From an optimization exercise on the open Yosys and OpenROAD flow, aimed at small area; shortcuts taken in it are not production practice. Function was checked by simulation only, so behaviour that the tests miss may differ from the original. Power and IR drop assume default switching activity.

==> design/flow/design.v <==
module mtm_Alu_deserializer (
    input wire clk,
    input wire rst,
    input wire sin,
    output reg [31:0] A,
	output reg [31:0] B,
	output reg [7:0] CTL
) ;
	reg [3:0] CRC;
	reg [3:0]bit_counter;
	reg [10:0]data_a;
	reg [10:0]data_b;
	reg [10:0]data_ctl;
	reg [3:0] packet_counter;
	reg [1:0] error_data;
	reg [1:0] error;
	reg [1:0] stop;
	reg [31:0] A_nxt;
	reg [31:0] B_nxt;
	always @ (posedge clk) begin
		if (!rst) begin
			bit_counter = 11;
			packet_counter =0;
			error_data = 0;
			error = 0;
			stop = 0;
			data_a = 11'b11111111111;
			data_b = 11'b11111111111;
			data_ctl = 11'b11111111111;
			A_nxt= 32'b11111111111111111111111111111111;
			B_nxt = 32'b11111111111111111111111111111111;
			CTL <= 8'b11111111;
		end 
		else begin
		if((!sin) || (bit_counter < 11)) begin
			if(bit_counter == 11) begin
				bit_counter = 0;
			end
			if (error == 1) begin
				if(bit_counter >0) begin
					bit_counter = bit_counter -1;
				end
				else begin
          				CTL <= 8'b11111111;
					error = 0;
					bit_counter = 11;
					packet_counter = 0;
				end
			end
			else if(stop == 1) begin
				if(bit_counter >0) begin
					bit_counter = bit_counter -1;
				end
				else begin
					CTL <= 8'b11111111;
					stop = 0;
					bit_counter = 11;
					packet_counter = 0;
					data_a = 11'b11111111111;
					data_b = 11'b11111111111;
					data_ctl = 11'b11111111111;
					A_nxt= 32'b11111111111111111111111111111111;
					B_nxt = 32'b11111111111111111111111111111111;
					CTL <= 8'b11111111;
					A<= 32'b11111111111111111111111111111111;
					B <= 32'b11111111111111111111111111111111;
				end
			end
			else if(bit_counter == 0 && sin ==1) begin
				error_data=1;
			end
			else if(bit_counter ==1 && packet_counter <8 && sin == 1) begin
				error_data =1;
			end
			else if(bit_counter ==1 && packet_counter ==8 && sin == 0) begin
				error_data =1;
			end
			else if(bit_counter ==10 && sin != 1) begin
				error_data =1;
			end
			else if(packet_counter <4) begin
				data_a[11-1-bit_counter] = sin;			
				bit_counter = bit_counter + 1;
				if (bit_counter == 11) begin
					packet_counter = packet_counter+1;
					A_nxt= {A_nxt,data_a[8:1]};
				end
			end
			else if( packet_counter<8) begin
				data_b[11-1-bit_counter] = sin;			
				bit_counter = bit_counter + 1;
				if (bit_counter == 11) begin
					packet_counter = packet_counter+1;
					B_nxt= {B_nxt,data_b[8:1]};
				end
			end
			else if(packet_counter == 8) begin
				data_ctl[11-1-bit_counter] = sin;			
				bit_counter = bit_counter + 1;
				if (bit_counter == 11) begin
					CTL <= data_ctl[8:1];
					CRC = nextCRC4_D68({A_nxt[31:0],B_nxt[31:0],1'b1,data_ctl[7:5]}, 4'b0000);
					packet_counter = 0;
					if(CRC == data_ctl[4:1]) begin
						A <= A_nxt;
						B <= B_nxt;
						CTL <= data_ctl[8:1];
						stop = 1;
						bit_counter =1;
					end
					else begin
						CTL <= 8'b10100101;
						error =1;
						bit_counter = 9;
					end
				end
			end
			if ( error_data == 1) begin
				bit_counter =9;
				CTL <= 8'b11001001;
				error= 1;
				error_data =0;
			end
		end
		end
end
function [3:0] nextCRC4_D68;
    input [67:0] Data;
    input [3:0] crc;
    reg [67:0] d;
    reg [3:0] c;
    reg [3:0] newcrc;
  begin
    d = Data;
    c = crc;
    newcrc[0] = d[60] ^ d[56] ^ d[55] ^ d[54] ^ d[53] ^ d[51] ^ d[49] ^ d[48] ^ d[45] ^ d[41] ^ d[40] ^ d[39] ^ d[38] ^ d[36] ^ d[33] ^ d[32] ^ d[31] ^ d[30] ^ d[26] ^ d[25] ^ d[24] ^ d[23] ^ d[21] ^ d[19] ^ d[18] ^ d[15] ^ d[11] ^ d[10] ^ d[9] ^ d[8] ^ d[6] ^ d[4] ^ d[3] ^ d[0] ^ c[0] ^ c[2];
    newcrc[1] = d[60] ^ d[57] ^ d[53] ^ d[52] ^ d[51] ^ d[50] ^ d[48] ^ d[46] ^ d[45] ^ d[42] ^ d[38] ^ d[37] ^ d[36] ^ d[34] ^ d[30] ^ d[29] ^ d[27] ^ d[23] ^ d[22] ^ d[21] ^ d[20] ^ d[18] ^ d[16] ^ d[15] ^ d[12] ^ d[8] ^ d[7] ^ d[6] ^ d[5] ^ d[3] ^ d[1] ^ d[0] ^ c[1] ^ c[2] ^ c[3];
    newcrc[2] = d[58] ^ d[54] ^ d[53] ^ d[52] ^ d[51] ^ d[49] ^ d[47] ^ d[46] ^ d[43] ^ d[39] ^ d[38] ^ d[37] ^ d[36] ^ d[35] ^ d[31] ^ d[30] ^ d[29] ^ d[28] ^ d[24] ^ d[23] ^ d[22] ^ d[21] ^ d[19] ^ d[17] ^ d[16] ^ d[13] ^ d[9] ^ d[8] ^ d[7] ^ d[6] ^ d[4] ^ d[2] ^ d[1] ^ c[0] ^ c[2] ^ c[3];
    newcrc[3] = d[59] ^ d[55] ^ d[54] ^ d[53] ^ d[52] ^ d[50] ^ d[48] ^ d[47] ^ d[44] ^ d[40] ^ d[39] ^ d[38] ^ d[37] ^ d[32] ^ d[31] ^ d[30] ^ d[29] ^ d[25] ^ d[24] ^ d[23] ^ d[22] ^ d[20] ^ d[18] ^ d[17] ^ d[14] ^ d[10] ^ d[9] ^ d[8] ^ d[7] ^ d[5] ^ d[3] ^ d[2] ^ c[1] ^ c[3];
    nextCRC4_D68 = newcrc;
  end
  endfunction
endmodule
module mtm_Alu_core (
    input wire clk,
    input wire rst_n,
    input wire [31:0] A,
    input wire [31:0] B,
    input wire [7:0] CTL_in,
    output reg [31:0] C,
    output reg [7:0] CTL_out
) ;
wire [2:0] OP;
wire [3:0] CRC;
assign OP = CTL_in[6:4];
assign CRC = CTL_in[3:0];
reg [31:0] C_t;
reg [7:0] CTL_out_t;
reg Carry,
	Overflow, 
	Zero, 
	Negative;
localparam 	AND = 3'b000,
			OR = 3'b001,
			ADD = 3'b100,
			SUB = 3'b101;
always @(posedge clk) begin
	C_t = C;
	CTL_out_t = CTL_out;
	if (!rst_n) begin
		Carry = 0; 
		Overflow = 0; 
		Zero = 0; 
		Negative = 0;
		CTL_out_t = 8'b11111111;
		C_t = 0;
	end
	else begin
		if(CTL_in[7] == 0) begin
			case(OP)
				AND: begin						 
					C_t = A & B;					 
					Carry = 0; 
					Overflow = 0; 
					Zero = 0; 
					Negative = 0;
					CTL_out_t = {1'b0,Carry,Overflow,Zero,Negative,nextCRC3_D36({C_t,1'b0,Carry,Overflow,Zero,Negative}, 3'b000)};				 
				end							
				OR: begin
					C_t = A | B;
					Carry = 0; 
					Overflow = 0; 
					Zero = 0; 
					Negative = 0;
					CTL_out_t = {1'b0,Carry,Overflow,Zero,Negative,nextCRC3_D36({C_t,1'b0,Carry,Overflow,Zero,Negative}, 3'b000)};
				end
				ADD: begin
					{Carry,C_t} = A+B;
					Zero = ~(|C_t);
					Overflow = ({Carry,C_t[31]} == 2'b01);
					Negative = (C_t[31] == 1);
					CTL_out_t = {1'b0,Carry,Overflow,Zero,Negative,nextCRC3_D36({C_t,1'b0,Carry,Overflow,Zero,Negative}, 3'b000)};
				end
				SUB: begin
					{Carry,C_t} = A-B;
					Zero = ~(|C_t);
					Overflow = ({Carry,C_t[31]} == 2'b01);
					Negative = (A < B);
					CTL_out_t = {1'b0,Carry,Overflow,Zero,Negative,nextCRC3_D36({C_t,1'b0,Carry,Overflow,Zero,Negative}, 3'b000)};
				end
				default: begin
					CTL_out_t = 8'b10010011;
				end
			endcase
		end
		else if(CTL_in == 8'b10100101 || CTL_in == 8'b11001001) begin
			CTL_out_t = CTL_in;
		end
		else begin
			Carry = 0;
			Overflow =0;
			Zero = 0;
			Negative = 0;
			CTL_out_t = 8'b11111111;
		end
	end
	C <= C_t;
	CTL_out <= CTL_out_t;
end
    function [2:0] nextCRC3_D36;  
        input [35:0] Data;
        input [2:0] crc;
        reg [35:0] d;
        reg [2:0] c;
        reg [2:0] newcrc;
    begin
        d = Data;
        c = crc;
    newcrc[0] = d[35] ^ d[32] ^ d[31] ^ d[30] ^ d[28] ^ d[25] ^ d[24] ^ d[23] ^ d[21] ^ d[18] ^ d[17] ^ d[16] ^ d[14] ^ d[11] ^ d[10] ^ d[9] ^ d[7] ^ d[4] ^ d[3] ^ d[2] ^ d[0] ^ c[2];
    newcrc[1] = d[35] ^ d[33] ^ d[30] ^ d[29] ^ d[28] ^ d[26] ^ d[23] ^ d[22] ^ d[21] ^ d[19] ^ d[16] ^ d[15] ^ d[14] ^ d[12] ^ d[9] ^ d[8] ^ d[7] ^ d[5] ^ d[2] ^ d[1] ^ d[0] ^ c[0] ^ c[2];
    newcrc[2] = d[34] ^ d[31] ^ d[30] ^ d[29] ^ d[27] ^ d[24] ^ d[23] ^ d[22] ^ d[20] ^ d[17] ^ d[16] ^ d[15] ^ d[13] ^ d[10] ^ d[9] ^ d[8] ^ d[6] ^ d[3] ^ d[2] ^ d[1] ^ c[1];
    nextCRC3_D36 = newcrc;
  end
  endfunction
endmodule
module mtm_Alu_serializer(
  input  wire clk,   
  input  wire rst_n,
  input wire [31:0] C,
  input wire [7:0] CTL_out,
  output reg sout
  );
  localparam 	IDLE = 3'b000,  
  	 	TRANSFER_DATA = 3'b001,
	  	TRANSFER_CTL = 3'b010,
  		FIRST_BIT = 3'b011, 
		TRANSFER_OPT = 3'b100, 
  		END = 3'b101;   
  reg [7:0] bit_counter;
  reg [4:0] packet_counter;
  reg [2:0] state;
  reg [31:0] C_nxt;
  reg [7:0] CTL_nxt;
always @(posedge clk) begin
    if (!rst_n) begin
      state = IDLE;
      bit_counter = 0;
      packet_counter = 0;
      CTL_nxt = 0;
      C_nxt = 0;
      sout <= 1;
    end
    else begin
      case(state)
        IDLE: begin
	  if (CTL_out[7] == 0) begin
            C_nxt = C;
            CTL_nxt = CTL_out;
            packet_counter = 0;
            bit_counter = 31;
	    state = FIRST_BIT;
          end
          else if (CTL_out[7:0] == 8'b11001001 || CTL_out[7:0] == 8'b10010011 || CTL_out[7:0] == 8'b10100101) begin
            state = FIRST_BIT;
            C_nxt = C;
            CTL_nxt = CTL_out;
            packet_counter = 4;
          end
          else begin
            sout <= 1;
          end
        end
        FIRST_BIT: begin
          sout <= 0;
	  state = TRANSFER_OPT;
          end
	TRANSFER_OPT: begin  
		if (packet_counter < 4) begin
            sout <= 0;
            state = TRANSFER_DATA;
          end
          else begin
            sout <= 1;
            state = TRANSFER_CTL;
            bit_counter = 7;
          end
        end
        TRANSFER_DATA: begin
          if ((bit_counter+1)% 8 == 1) begin
            sout <= C_nxt[bit_counter];
            state = END;
            packet_counter = packet_counter + 1;
            bit_counter = bit_counter - 1;
          end
          else begin
            sout <= C_nxt[bit_counter];
            bit_counter = bit_counter - 1;
          end
        end
        TRANSFER_CTL: begin
          if (bit_counter == 0) begin
            sout <= CTL_nxt[bit_counter];
            packet_counter = packet_counter + 1;
	    state = END;
          end
          else begin
            sout <= CTL_nxt[bit_counter];
            bit_counter = bit_counter - 1;
          end
        end
        END: begin
          sout <= 1;
	  if (packet_counter == 5) begin
            	state = IDLE;
          end
          else
          	state = FIRST_BIT;
          end
      endcase
    end
  end
endmodule
module mtm_Alu (
    input  wire clk,    
    input  wire rst_n,  
    input  wire sin,    
    output wire sout    
);
wire [31:0] A;
wire [31:0] B;
wire [31:0]	C;
wire [7:0] CTL_in;
wire [7:0] CTL_out;
mtm_Alu_deserializer u_mtm_Alu_deserializer(
	.clk(clk),
	.rst(rst_n),
	.sin(sin),
	.A(A),
	.B(B),
	.CTL(CTL_in)
);
mtm_Alu_core u_mtm_Alu_core(
	.clk(clk),
	.rst_n(rst_n),
	.A(A),
	.B(B),
	.CTL_in(CTL_in),
	.C(C),
	.CTL_out(CTL_out)
);
mtm_Alu_serializer u_mtm_Alu_serializer(
	.clk(clk),
	.rst_n(rst_n),
	.C(C),
	.CTL_out(CTL_out),
	.sout(sout)
);
endmodule
==> design/flow/run.sh <==
#!/bin/bash
# synth_recipe.tcl (not shown) runs the flow's synth.tcl, then flattens the netlist and writes it again
# the make line also repeats each setting of config.mk as NAME=value (left out here)
make -C /OpenROAD-flow-scripts/flow DESIGN_CONFIG=/design/flow/config.mk WORK_HOME=/design/flow/orfs CLKGATE_MAP_FILE= SYNTH_SCRIPT=/design/flow/synth_recipe.tcl finish
==> design/flow/config.mk <==
export PLATFORM = sky130hd
export DESIGN_NAME = mtm_Alu
export DESIGN_NICKNAME = mtm_Alu
export VERILOG_FILES = /design/flow/design.v
export SDC_FILE = /design/flow/constraint.sdc
export NUM_CORES = 4
export LEC_CHECK = 0
export CAP_MARGIN = 20
export CORE_MARGIN = 2
export CORE_UTILIZATION = 40
export SLEW_MARGIN = 20
==> design/flow/constraint.sdc <==
create_clock -name core_clock -period 8.0 [get_ports {clk}]
set_input_delay 1.6000 -clock core_clock [delete_from_list [all_inputs] [get_ports {clk}]]
set_output_delay 1.6000 -clock core_clock [all_outputs]
set_load 0.01 [all_outputs]
==> results.yml <==
run_status:
  outcome: "complete, no violations"
power:
  power_density_nw_per_um2: 204
  power_mw: 4.21
  ir_drop_mv: 0.145
  p_leak_nw: 7.80
clock_tree:
  ctsHoldBuffers: 0
  cts.sinks: 269
  cts_root_buf: "clkbuf_16"
  clk_latency_ns: 0.57
  cts_setup_buffers: 0
  clockBufferDepth: 3
  cts_resized: 0
  cts_buffers: 30
  cts_tree: "built"
  clk_pin_slew_ns: 0.06
  h-tree-depth: 1
sta:
  clock.fmax_mhz: 161
  drv_slew: 0
  tightest_slew_ns: 1.02
  fin_tns_setup_ns: 0
  fin_skew_ns: 0.0329
  setup_viol: 0
  finalHoldViolCount: 0
  period_minus_slack_ns: 6.20
  rsz0062_at_grt: "no"
  finalCritPeriodShare_pct: 77.5
  relSlewSlack_pct: 32.1
global_routing:
  grt.overflow.total: 0
  track_usage_pct: 24.3
  grt_pass1_wl_um: 94700
  antenna_found_initial: 0
  grt_max_degree: 94
  grt_pass1_vias: 15800
setup_path:
  cp-end-kind: "flip-flop"
  r2r_cells: 21
  required_ns: 8.20
  crit_path_end: "u_mtm_Alu_deserializer.A[9]"
  r2r_slack_ns: 1.80
  path_max_fanout: 64
  crit_path_start: "u_mtm_Alu_deserializer.bit_counter[0]"
  critPathKind: "flip-flop to flip-flop"
  r2r-start: "u_mtm_Alu_deserializer.bit_counter[0]"
  cp-start-kind: "flip-flop"
  cp_data_arrival_time_ns: 6.40
  r2r-end: "u_mtm_Alu_deserializer.A[9]"
floorplanning:
  die_h_um: 223
  initial_utilization_pct: 40.4
  core_area_um2: 47600
  top_level_ports: 4
  fp-row-count: 80
  fp.dieArea_um2: 49900
  fp.dieW_um: 223
synthesis:
  yosys_register_bits: 269
  async_reset_ff_share_pct: 0
  avgSynthCellArea_um2: 8.27
  seq_area_frac_synth_pct: 31.3
  synthCells: 2329
  synth_edf_count: 64
  synth_nets: 2449
  synth-main-ff-cell: "dfxtp_1"
  synth_area_um2: 19300
  synthDistinctLibCells: 100
  ys_warn_count: 3
routing:
  first_iter_violations: 1790
  drc: 0
  antenna_left: 0
  firstDrtPassIters: 5
  vias: 16700
  wire_per_inst_um: 21.5
  drt-vias-per-instance: 5.78
  routed_wl_um: 62100
placed_design:
  gp_congestion: 0.993
  hpwl_um: 47900
  port_buffers: 3
run:
  cap_violations: 0
finish:
  final_nets: 2371
  final_cell_mix: "342 x nand2_1, 208 x xnor2_1, 202 x dfxtp_1"
  syn_to_final_growth_pct: 7.27
  drive_above_1_share_pct: 9.67
  layout_commonest_cell: "nand2_1"
worst_hold_path:
  hold_path_class: "flip-flop to flip-flop"
==> how the worst min path moves through the flow <==
stage                                              start                                   end  cells after the start
finish                              u_mtm_Alu_core.C[13]        u_mtm_Alu_serializer.C_nxt[13]                      2
global placement    u_mtm_Alu_deserializer.error_data[0]  u_mtm_Alu_deserializer.error_data[0]                      2
detailed placement  u_mtm_Alu_deserializer.error_data[0]  u_mtm_Alu_deserializer.error_data[0]                      2
global route                        u_mtm_Alu_core.C[13]        u_mtm_Alu_serializer.C_nxt[13]                      2
floorplan           u_mtm_Alu_deserializer.error_data[0]  u_mtm_Alu_deserializer.error_data[0]                      2
CTS                                 u_mtm_Alu_core.C[13]        u_mtm_Alu_serializer.C_nxt[13]                      2
==> synth_stat cells, drive strengths merged, types with 5 or more instances <==
library cell / instances / area, um2
nor2b: 16 / 108
and3: 15 / 93.8
o21a: 11 / 82.6
o21ai: 99 / 495
nor3b: 7 / 52.6
mux2i: 11 / 110
nand2b: 22 / 145
or2: 75 / 469
a211oi: 44 / 335
o211ai: 18 / 140
nor4b: 5 / 43.8
nor2: 157 / 589
xor2: 36 / 315
a31oi: 22 / 153
a21oi: 191 / 967
nand3: 86 / 430
or3: 13 / 86.3
nand3b: 7 / 52.6
o21bai: 7 / 56.3
o311ai: 7 / 93.9
o22ai: 15 / 93.8
xnor2: 210 / 1850
xnor3: 7 / 158
a311oi: 5 / 56.3
edfxtp: 64 / 1920
ha: 115 / 1440
nand2: 344 / 1300
nor4: 14 / 121
o31ai: 21 / 158
a22oi: 7 / 66.3
mux2: 5 / 60.1
inv: 138 / 518
nand4: 24 / 150
a221oi: 8 / 70.1
buf: 34 / 204
a21boi: 5 / 41.3
clkbuf: 93 / 349
a2111oi: 6 / 58.8
nor3: 39 / 200
and2: 12 / 75.1
a21o: 18 / 135
dfxtp: 205 / 4100
a211o: 8 / 70.1
mux4: 33 / 743
==> routing by layer <==
layer / up-vias / global-route usage (%) / wire, um
li1: 7929 / - / -
met4: 0 / 8.49 / 2430
met2: 599 / 39.0 / 27800
met1: 8077 / 34.1 / 28400
met5: - / 0 / 0
met3: 113 / 2.63 / 3410
==> stage by stage <==
step	worst slack, ns	util, %	cell area, um2	hold WS [ns]	std cells
6_report	1.80	43.4	20700	0.445	2891
5_1_grt	1.36	43.3	20700	0.464	2890
4_1_cts	1.86	43.3	20700	0.448	2890
3_5_place_dp	1.91	41.2	19600	0.446	2834
3_3_place_gp	1.95	41.2	19600	0.435	2834
2_1_floorplan	0.856	-	19300	0.424	2329
==> sequential cells by signal, indices dropped and copies added (netlist names), 2 cells and up <==
| name | cells |
|---|---|
| u_mtm_Alu_deserializer.A_nxt | 32 |
| u_mtm_Alu_deserializer.A | 32 |
| u_mtm_Alu_deserializer.B_nxt | 32 |
| u_mtm_Alu_core.C | 32 |
| u_mtm_Alu_deserializer.data_b | 8 |
| u_mtm_Alu_serializer.packet_counter | 5 |
| u_mtm_Alu_deserializer.CTL | 8 |
| u_mtm_Alu_deserializer.data_ctl | 8 |
| u_mtm_Alu_deserializer.B | 32 |
| u_mtm_Alu_deserializer.bit_counter | 4 |
| u_mtm_Alu_deserializer.data_a | 8 |
| u_mtm_Alu_serializer.CTL_nxt | 8 |
| u_mtm_Alu_serializer.state | 3 |
| u_mtm_Alu_deserializer.error_data | 2 |
| u_mtm_Alu_deserializer.packet_counter | 4 |
| u_mtm_Alu_core.CTL_out | 8 |
| u_mtm_Alu_serializer.bit_counter | 8 |
| u_mtm_Alu_serializer.C_nxt | 32 |
==> layout make-up <==
type	instances	area, um2
diodes	1	2.50
clock buffers	43	891
clock inverters	13	123
fillers	4725	27000
inverters	140	526
multi-input cells	1793	12200
flip-flops and latches	269	6030
well taps	615	769
repair buffers	17	133
==> critical path: stages, from the launching register on <==
cell and delay (ns):
dfxtp_1 0.55, ha_1 0.33, nand3b_1 0.13, nand2_1 0.33, inv_1 0.22, ha_1 0.33, or2_1 0.27, o22ai_1 0.16
and3_1 0.20, nand2_1 0.07, ha_1 0.27, nand3b_1 0.20, nor3_1 0.26, and4_1 0.30, a21o_1 0.19, xnor2_1 0.15
xnor2_1 0.10, or3_1 0.42, a22oi_4 0.26, nand2_2 0.14, a211oi_4 0.24, buf_4 0.65
==> kinds of logic (layout without fill, tap and decap cells) <==
logic type | after synthesis | count (layout) | synth area share [%]
xor gates and xnor gates | 254 | 254 | 12.2
AOI/OAI and AO/OA | 524 | 524 | 17.5
DFF | 269 | 269 | 31.3
buffers and inverters | 267 | 213 | 5.60
adders and majority gates | 117 | 117 | 7.68
and+or+nand+nor | 849 | 849 | 20.9
other | 0 | 1 | 0
muxes | 49 | 49 | 4.74
==> where the power goes <==
| part | leakage (nW) | internal, mW | switching, mW | total [mW] |
|---|---|---|---|---|
| sequential | 2.22 | 1.45 | 0.109 | 1.56 |
| clock | 0.506 | 0.837 | 0.568 | 1.41 |
| combinational | 5.08 | 0.468 | 0.775 | 1.24 |

-- afterwards: timing with drivers on the ports --
In the flow no input, the clock included, has a driving cell. The finished layout below was timed again as built, in two steps. Step 1, drivers: a clkbuf_16 drives clk and a buf_2 each remaining input, both assumed. Step 2 adds t to the input delays and takes it off the output delays; t is the mean of the earliest and latest rising clock arrival at the registers after step 1. Input paths then give back, and output paths get back, about the clock's delay inside the block. Slacks: ideal / step 1 / step 2; pairs: ideal / step 1.
shift t [ns]: 0.619
setup slack, ns: 1.799 / 1.799 / 1.799
worst hold slack (ns): 0.445 / 0.445 / 0.445
worst setup path after step 2: register to register
After both steps setup and hold are still met in this run. For this run, drivers alone change the setup slack by 0.000 ns; drivers and shift together by 0.000 ns.
